What follows belongs to an exercise in optimizing a design on an open flow for small area; a production flow would make more cautious choices.
Only simulation tests tie the RTL to the original design; equivalence was not proved.
Power figures rest on the tool's default switching activity, not on a simulated workload.

==> flow/design.v <==
`timescale 1ns / 1ps
module clkdiv(
    input wire clk,
    input wire clr,
    output wire ce25
    );
	 reg [24:0] count;
	 always @(posedge clk or posedge clr)
		begin
			if(clr == 1)
				count <= 0;
			else
				count <= count + 1;
		end
	assign ce25 = ~count[0];
endmodule
`timescale 1ns / 1ps
module key_ctrl(
    input wire clk,
    input wire ce25,
    input wire clr,
    input wire kbClk,
    input wire kbData,
    output reg [7:0] val1,
    output reg [7:0] val2
		);
	 reg kbClkF, kbDataF;
	 reg [3:0] kbClk_filter, kbData_filter;
	 reg [10:0] sh1, sh2, sh3;
	 reg [3:0] bCount;
	 reg [4:0] state;
	 reg [7:0]  val3;
	 parameter 	start = 	4'b0000,		 
					clk1Lo = 4'b0001,
					clk1Hi = 4'b0010,
					clk2Lo = 4'b0100,
					clk2Hi = 4'b0101,
					clk3Lo = 4'b1000,
					clk3Hi = 4'b1001,
					getK1  = 4'b0011,
					getK2  = 4'b0110,
					getK3  = 4'b1010,
					upKey  = 4'b0111,
					bitMax = 4'b1011;
	 always @(posedge clk or posedge clr)
		begin 
			if(clr == 1)
				begin
					kbClk_filter <= 1;
					kbData_filter <= 1;
					kbClkF <= 1;
					kbDataF <= 1;
				end
			else if (ce25)
				begin
					kbClk_filter[3] <= kbClk;	 
					kbClk_filter[2:0] <= kbClk_filter[3:1];
					kbData_filter[3] <= kbData; 
					kbData_filter[2:0] <= kbData_filter[3:1];
					if(kbClk_filter == 4'b1111)	 
						kbClkF <= 1;
					else
						if(kbClk_filter == 4'b0000)
							kbClkF <= 0;
					if(kbData_filter == 4'b1111)  
						kbDataF <= 1;
					else
						if(kbData_filter == 4'b0000)
							kbDataF <= 0;
		end
	end
always @(posedge clk or posedge clr)
	begin
		if(clr == 1)	 
			begin
				state <= start;
				bCount <= 0;
				sh1 <= 0;
				sh2 <= 0;
				sh3 <= 0;
				val1 <= 0;
				val2 <= 0;
				val3 <= 0;
			end
		else if (ce25)
			case(state)
				start:
					if (kbDataF == 1) 
						state <= start;
					else
						state <= clk1Lo;
				clk1Lo: 
					if (bCount < bitMax)
						if (kbClkF == 1)	 
							state <= clk1Lo;
						else
							begin
								state <= clk1Hi;
								sh1 <= {kbDataF, sh1[10:1]};	 
							end
					else
						state <= getK1;
				clk1Hi:
					if (kbClkF == 0)	 
						state <= clk1Hi;
					else
						begin
							state <= clk1Lo;
							bCount <= bCount + 1;
						end
				getK1:
					begin
						val1 <= sh1[8:1];	 
						state <= clk2Lo;	 
						bCount <= 0;
					end
				clk2Lo:
					if (bCount < bitMax)
						if (kbClkF == 1)	 
							state <= clk2Lo;
						else
							begin
								state <= clk2Hi;
								sh2 <= {kbDataF, sh2[10:1]};	 
							end
					else
						state <= getK2;
				clk2Hi:
					if (kbClkF == 0)	 
						state <= clk2Hi;
					else
						begin
							state <= clk2Lo;
							bCount <= bCount + 1;
						end
				getK2:
					begin
						val2 <= sh2[8:1];	 
						state <= upKey;	 
						bCount <= 0;
					end
				upKey:
					if (val2 == 8'hF0)	 
						state <= clk3Lo;	 
					else
						if(val1 == 8'hE0)
							state <= clk1Lo;
						else
							state <= clk2Lo;
				clk3Lo:
					if (bCount < bitMax)
						if (kbClkF == 1)	 
							state <= clk3Lo;
						else
							begin
								state <= clk3Hi;
								sh3 <= {kbDataF, sh3[10:1]};	 
							end 
					else
						state <= getK3;
				clk3Hi:
					if ( kbClkF == 0)	  
						state <= clk3Hi;
					else
						begin 
							state <= clk3Lo;
							bCount <= bCount + 1;
						end
				getK3:
					begin
						val3 <= sh3[8:1];	 
						state <= clk1Lo;	 
						bCount <= 0;
					end
				default ;
			endcase
		end
endmodule
`timescale 1ns / 1ps
module sev_seg(
    input clock,
    input reset,
    input [3:0] digit3,
    input [3:0] digit2,
    input [3:0] digit1,
    input [3:0] digit0,
    output [7:0] s,
    output dp,
    output [3:0] an
    );
localparam N = 18;
reg [N-1:0]count;  
always @ (posedge clock or posedge reset)	 
 begin
  if (reset)
   count <= 0;
  else
   count <= count + 1;
 end
reg [3:0]seg;  
reg [3:0]tempAnode;  
reg dec;	 
always @ (*)
 begin
  case(count[N-1:N-2])
   2'b00 :	 
    begin
     seg = digit0;
     tempAnode = 4'b1110;
     dec = 1'b1;
    end
   2'b01:	 
    begin
     seg = digit1;
     tempAnode = 4'b1101;
     dec = 1'b1;
    end
   2'b10:	 
    begin
     seg = digit2;
     tempAnode = 4'b1011;
     dec = 1'b1;
    end
   2'b11:	 
    begin
     seg = digit3;
     tempAnode = 4'b0111;
     dec = 1'b0;
    end
  endcase
 end
assign an = tempAnode;	 
reg [6:0] temp;
always @ (*)
 begin
  case(seg)
   4'd0 : temp = 7'b1000000;  
   4'd1 : temp = 7'b1111001;  
   4'd2 : temp = 7'b0100100;  
   4'd3 : temp = 7'b0110000;  
   4'd4 : temp = 7'b0011001;  
   4'd5 : temp = 7'b0010010;  
   4'd6 : temp = 7'b0000010;  
   4'd7 : temp = 7'b1111000;  
   4'd8 : temp = 7'b0000000;  
   4'd9 : temp = 7'b0010000;  
   default : temp = 7'b0111111; 
  endcase
 end
assign s = temp;
assign dp = dec;
endmodule
`timescale 1ns / 1ps
module top_control(
    input kbClk,
    input kbData,
    input clk,
    input clr,
    output [7:0] seg,
    output [3:0] anode,
    output dec
    );
wire [7:0] key,key2;
wire keyCe;
reg [3:0] d3, d2, d1, d0;
clkdiv U1 (.clk(clk),
		.clr(clr),
		.ce25(keyCe)
		);
key_ctrl U2 (.clk(clk),
		.ce25(keyCe),
		.clr(clr),
		.kbClk(kbClk),
		.kbData(kbData),
		.val1(key),
		.val2(key2)
	 );
sev_seg U3 (.clock(clk),
		.reset(clr),
		.digit0(d0),
		.digit1(d1),
		.digit2(d2),
		.digit3(d3),
		.s(seg),
		.dp(dec),
		.an(anode)
		);
	reg [3:0] count0, count1, count2, count3;  
	reg [1:0] sel, selNext;
	localparam [1:0] idle = 2'b00;			
	localparam [1:0] incrementing = 2'b01;	
   localparam [1:0] timeStart = 2'b10;		
   localparam [1:0] done = 2'b11;	
	reg [1:0] current, next;
	reg [28:0] currentCount, nextCount;
	always @ (posedge clk or posedge clr)
	begin
		if(clr)
		begin
			current <= idle;
			currentCount <= 0;
			sel <=0;
		end
		else if(key == 8'h1D)	 
		begin
			current <= idle;
			currentCount <= 0;
			sel <=0;
		end		
		else	 
		begin
			current <= next;
			currentCount <= nextCount;
			sel <= selNext;
		end
	end
	reg startTimer;
	always @ (*)
	begin
		next = current; 
		nextCount = currentCount;
		selNext = sel;
	case(current)
		idle:
		begin
		selNext = 2'b00;		 
			if(key == 8'h1C)	 
			begin
				next = timeStart;  
			end
			if(key == 8'h23 && key2 == 8'hF0)	 
			begin
				selNext = 2'b11;
				next = incrementing;  
			end
		end
		incrementing:			 
		begin
				selNext = 2'b11; 
				next = done;
		end
		timeStart:
		begin
			selNext = 2'b01;  
			next = done;    
		end
		done:		 
		begin
			if(key == 8'h1B)
			begin
				selNext = 2'b10; 
			end
			else if (key == 8'h1C)
			begin
				selNext = 2'b01;
			end
		end
	endcase
    end
	reg [18:0] ticker;  
	wire click;
	always @ (posedge clk or posedge clr)
	begin
		if(clr)
			ticker <= 0;
		else if(key == 8'h1D)
			ticker <= 0;
 		else if(ticker == 100000)
			ticker <= 0;
		else if(startTimer)
			ticker <= ticker + 1;
	end
	assign click = ((ticker == 100000) ? 1'b1 : 1'b0);  
	always @ (posedge clk or posedge clr)
	begin
		if (clr)
		begin
			count0 <= 0;
			count1 <= 0;
			count2 <= 0;
			count3 <= 0;
		end
		else if (key == 8'h1D)
		begin
			count0 <= 0;
			count1 <= 0;
			count2 <= 0;
			count3 <= 0;
		end
		else if (key == 8'h23 && key2 == 8'hF0)  
		begin
			if(count0 == 9)
			begin  
				count0 <= 0;
				if (count1 == 9)
				begin  
					count1 <= 0;
					if (count2 == 9)
					begin  
						count2 <= 0;
						if(count3 == 9 && count2 == 9 && d1 == 9 && d0 == 9)
						begin
							count3 <= 0;
						end
						else	 
							count3 <= count3 + 1;
					end
					else  
						count2 <= count2 + 1;
				end
				else  
					count1 <= count1 + 1;
			end
			else  
				count0 <= count0 + 1;
		end
		else if (click)  
		begin
			if(count0 == 9)
			begin  
				count0 <= 0;
				if (count1 == 9)
				begin  
					count1 <= 0;
					if (count2 == 9)
					begin  
						count2 <= 0;
						if(count3 == 9 && count2 == 9 && d1 == 9 && d0 == 9)
						begin
							count3 <= 0;
						end
						else	 
							count3 <= count3 + 1;
					end
					else  
						count2 <= count2 + 1;
				end
				else  
					count1 <= count1 + 1;
			end
			else  
				count0 <= count0 + 1;
		end
	end
	always@ (*)
	begin
	case(selNext) 
		2'b00:
		begin
			startTimer = 0;  
			d0 = 4'd0;	
			d1 = 4'd0;
			d2 = 4'd0;
			d3 = 4'd0;
		end
		2'b01:  
		begin
			startTimer = 1'b1;  
			d0 = count0;
			d1 = count1;
			d2 = count2;
			d3 = count3;
		end
		2'b10:  
		begin
			startTimer = 1'b0;
			d0 = count0;
			d1 = count1;
			d2 = count2;
			d3 = count3;
		end
		2'b11: 	 
		begin
			startTimer = 1'b0;
			d0 = count0;
			d1 = count1;
			d2 = count2;
			d3 = count3;
		end
		default:
		begin
			d0 = 4'd0;
			d1 = 4'd0;
			d2 = 4'd0;
			d3 = 4'd0;
			startTimer = 1'b0;
		end
	endcase  
	end
endmodule
==> flow/run.sh <==
#!/bin/bash
# synth_recipe.tcl (not shown) runs the flow's synth.tcl, then flattens the netlist and writes it again
# the make line also repeats each setting of config.mk as NAME=value (left out here)
make -C /OpenROAD-flow-scripts/flow DESIGN_CONFIG=/design/flow/config.mk WORK_HOME=/design/flow/orfs CLKGATE_MAP_FILE= SYNTH_SCRIPT=/design/flow/synth_recipe.tcl finish
==> flow/config.mk <==
export PLATFORM = sky130hd
export DESIGN_NAME = top_control
export DESIGN_NICKNAME = top_control
export VERILOG_FILES = /design/flow/design.v
export SDC_FILE = /design/flow/constraint.sdc
export NUM_CORES = 4
export LEC_CHECK = 0
export CAP_MARGIN = 20
export CORE_MARGIN = 2
export CORE_UTILIZATION = 40
export SLEW_MARGIN = 20
==> flow/constraint.sdc <==
create_clock -name core_clock -period 10.0 [get_ports {clk}]
set_input_delay 2.0000 -clock core_clock [delete_from_list [all_inputs] [get_ports {clk}]]
set_output_delay 2.0000 -clock core_clock [all_outputs]
set_load 0.01 [all_outputs]
==> reports/results.ini <==
[synth]
yosys_register_bits=112
synth_edf_count=0
yosys-top-cells-area=dfrtp_1 46%, mux2_2 8.5%, xnor2_1 4.7%
ys_types=65
synthesis.area_per_instance_sq_um=10.5
synth.most_common_cell=dfrtp_1
yosys_warnings=4
synth_top_flop_cell=dfrtp_1
yosysTopAreaCellShare=0.464
synthCells=556
yosys.area.top_type=dfrtp_1
syn_nets=575
synthArstFlopShare=1.00
synth_seq_area_share=0.482
syn_area_sq_um=5830
netlist_top_cells_count=108 x dfrtp_1, 45 x nor2_1, 44 x mux2_2

[power_and_ir_drop]
pwr-share-clk=0.398
swShare=0.269
p_int_uw=708
p_seq_frac=0.520
p_comb_frac=0.082
power_switching_uw=260
ir_drop_mv=0.113
leakage_uw=0.00287
powerDensity_nw_per_um2=150

[clock_tree]
clk_pin_slew_worst_paths_ns=0.08
h-tree-depth=3
clock-sinks=112
cts_max_path_buffers=2
cts_hold_buf=0
clk_latency_ns=0.36
cts_made_buffers=9
ctsResizeCount=0
tritoncts=done
cts_setup_buffers=0
cts_root_buffer=clkbuf_16

[sta]
final_hold_viol_count=0
tns_ns=0
fin_hold_ws_ns=0.468
timing.final.ws_setup_ns=4.20
min_period_ns=5.80
slew_viol_final=0
rsz0062_at_grt=false
fmax_mhz=172
finalCritPeriodShare=0.580
setup_viol=0
worstMarginPinSlew_ns=1.03
skew_ns=0.00863
slew_headroom=0.303

[finish]
drive_gt1_frac=0.147
final_util=0.451
syn2layout_area_growth_pct=11.1
fillCellCount=1340
nets=587
diodes=0
stdcell_count=757

[global_routing]
grt-ovfl-total=0
grt_max_degree=72
antenna_found_initial=0
grt_pass1_wl_um=19300
grt_pass1_vias=4149
track_usage=0.148

[routing]
drt-pass1-iter-count=4
drt_iter0_markers=269
finalWirelength_um=10900
wire_per_inst_um=14.4
vias_per_cell=5.43
vias=4110
drcViolationCount=0
drtAntennaViolNets=0

[hold_path]
hp-class=flip-flop to flip-flop

[die]
die_area_sq_um=15500
initial_core_util=0.406
io_pins=17
row_count=44
fp.dieW_um=125
core_area_sq_um=14400
chipHeight_um=125

[place]
place_inst=741
hpwl_um=7460
gp_congestion=0.772
io_buffers=15
post-place-ws_ns=4.59

[run]
maxCapViolations=0

[worst_setup_path]
r2r_slack_ns=7.13
cp.arrival_ns=3.80
reg2reg_depth=6
critPathMaxFanout=11
reg2reg_from=U2.val2[1]
crit_path_start=U2.val2[1]
crit_path_start_kind=flip-flop
worstSetupPathType=flip-flop to output pin
worstSetupEndpoint=seg[5]
rr_endpoint=ticker[18]
endpoint_kind=output pin
critPathRequiredTime_ns=8.00

[run_status]
status=timing/DRC/antenna clean

## worst min path at each step
stage | cells after the start | start | slack (ns) | end
2_1_floorplan | 1 | U3.count[4] | 0.44 | U3.count[4]
3_3_place_gp | 1 | U3.count[4] | 0.45 | U3.count[4]
3_5_place_dp | 1 | U3.count[4] | 0.46 | U3.count[4]
4_1_cts | 1 | U3.count[4] | 0.47 | U3.count[4]
5_1_grt | 1 | U3.count[4] | 0.48 | U3.count[4]
6_report | 1 | U3.count[4] | 0.47 | U3.count[4]
## metrics by stage
step / instance area [sq um] / total power (uW)
6_report: 6470 / 968
5_1_grt: 6470 / 1010
4_1_cts: 6470 / 982
3_5_place_dp: 6150 / 593
3_3_place_gp: 6150 / 586
2_1_floorplan: 5830 / 572
## registers in the layout, indices dropped and copies added (netlist names), 8 cells and up
register / count
ticker: 19
U2.val1: 8
U3.count: 18
U2.sh2: 10
U2.sh1: 10
U2.val2: 8
## power groups by stage
stage / clock network [uW] / registers (uW) / logic, uW
6_report: 385 / 503 / 79.8
5_1_grt: 415 / 508 / 91.2
4_1_cts: 397 / 504 / 81.1
3_5_place_dp: 0 / 513 / 80.8
3_3_place_gp: 0 / 511 / 75.9
2_1_floorplan: 0 / 491 / 80.0
## cells in the final DEF, fill, tap and decap left out, types with 9 or more instances in the layout
cell type | netlist | routed
o21ai_0 | 28 | 28
ha_1 | 15 | 15
nand3_1 | 24 | 24
a21oi_1 | 22 | 22
nand4_1 | 12 | 12
clkbuf_16 | 0 | 9
xnor2_1 | 31 | 31
nor4_1 | 18 | 18
nand2_1 | 42 | 42
nor2b_1 | 12 | 12
dfrtp_1 | 108 | 108
nor2_1 | 45 | 45
clkdlybuf4s50_1 | 0 | 15
mux2_2 | 44 | 44
xor2_1 | 9 | 9
inv_1 | 25 | 24
## per-layer routing
metal,share of wire,track usage,up-vias
li1,-,-,2023
met1,0.48,0.193,2034
met2,0.48,0.245,47
met3,0.029,0.0442,6
met4,0.0077,0.0344,0
met5,0,0,-
## logic make-up after synthesis
family / synth area share
AO/OA/AOI/OAI: 0.0960
XOR/XNOR: 0.0601
adder cells (fa/ha/maj): 0.0322
buffers and inverters: 0.0294
flip-flops: 0.482
multiplexers: 0.102
other: 0.000644
AND/OR/NAND/NOR: 0.198
## critical path: stages, from the launching register on
cell and delay [ns]:
dfrtp_1 0.39, nor4_1 0.47, nand4_1 0.40, o22ai_1 0.91
nor3_1 0.24, nor2_1 0.26, a2bb2oi_1 0.20, clkdlybuf4s50_1 0.56
## layout make-up
type	instances	area (sq um)	share of cell area
Clock buffer	9	225	0.0348
Clock inverter	7	95.1	0.0147
Sequential cell	112	2810	0.434
Tap cell	184	230	0.0356
Inverter	25	96.3	0.0149
Timing Repair Buffer	18	173	0.0267
Multi-Input combinational cell	402	2850	0.440

-- static timing again, ports no longer ideal --
The results above use ideal ports. As a check the final layout listed here was re-extracted and re-timed, cells and wires unchanged.
Step 1 assumes that a clkbuf_16 drives the clock port and a buf_2 every other input.
Step 2, shift: input delay + t, output delay - t, t = (earliest + latest rising clock arrival at the registers) / 2. This alone moves slack from input paths to output paths.
Three values: ideal, step 1, step 2; two values: the first two.
t, ns: 0.394
setup slack, ns: 4.198 / 4.159 / 4.553
worst register clock-pin slew, ns: 0.08 / 0.08
worst slew at a driven data input, ns: 0.03
After both steps this run still meets setup and hold. For this run, drivers alone change the setup slack by -0.039 ns; drivers and shift together by +0.355 ns.
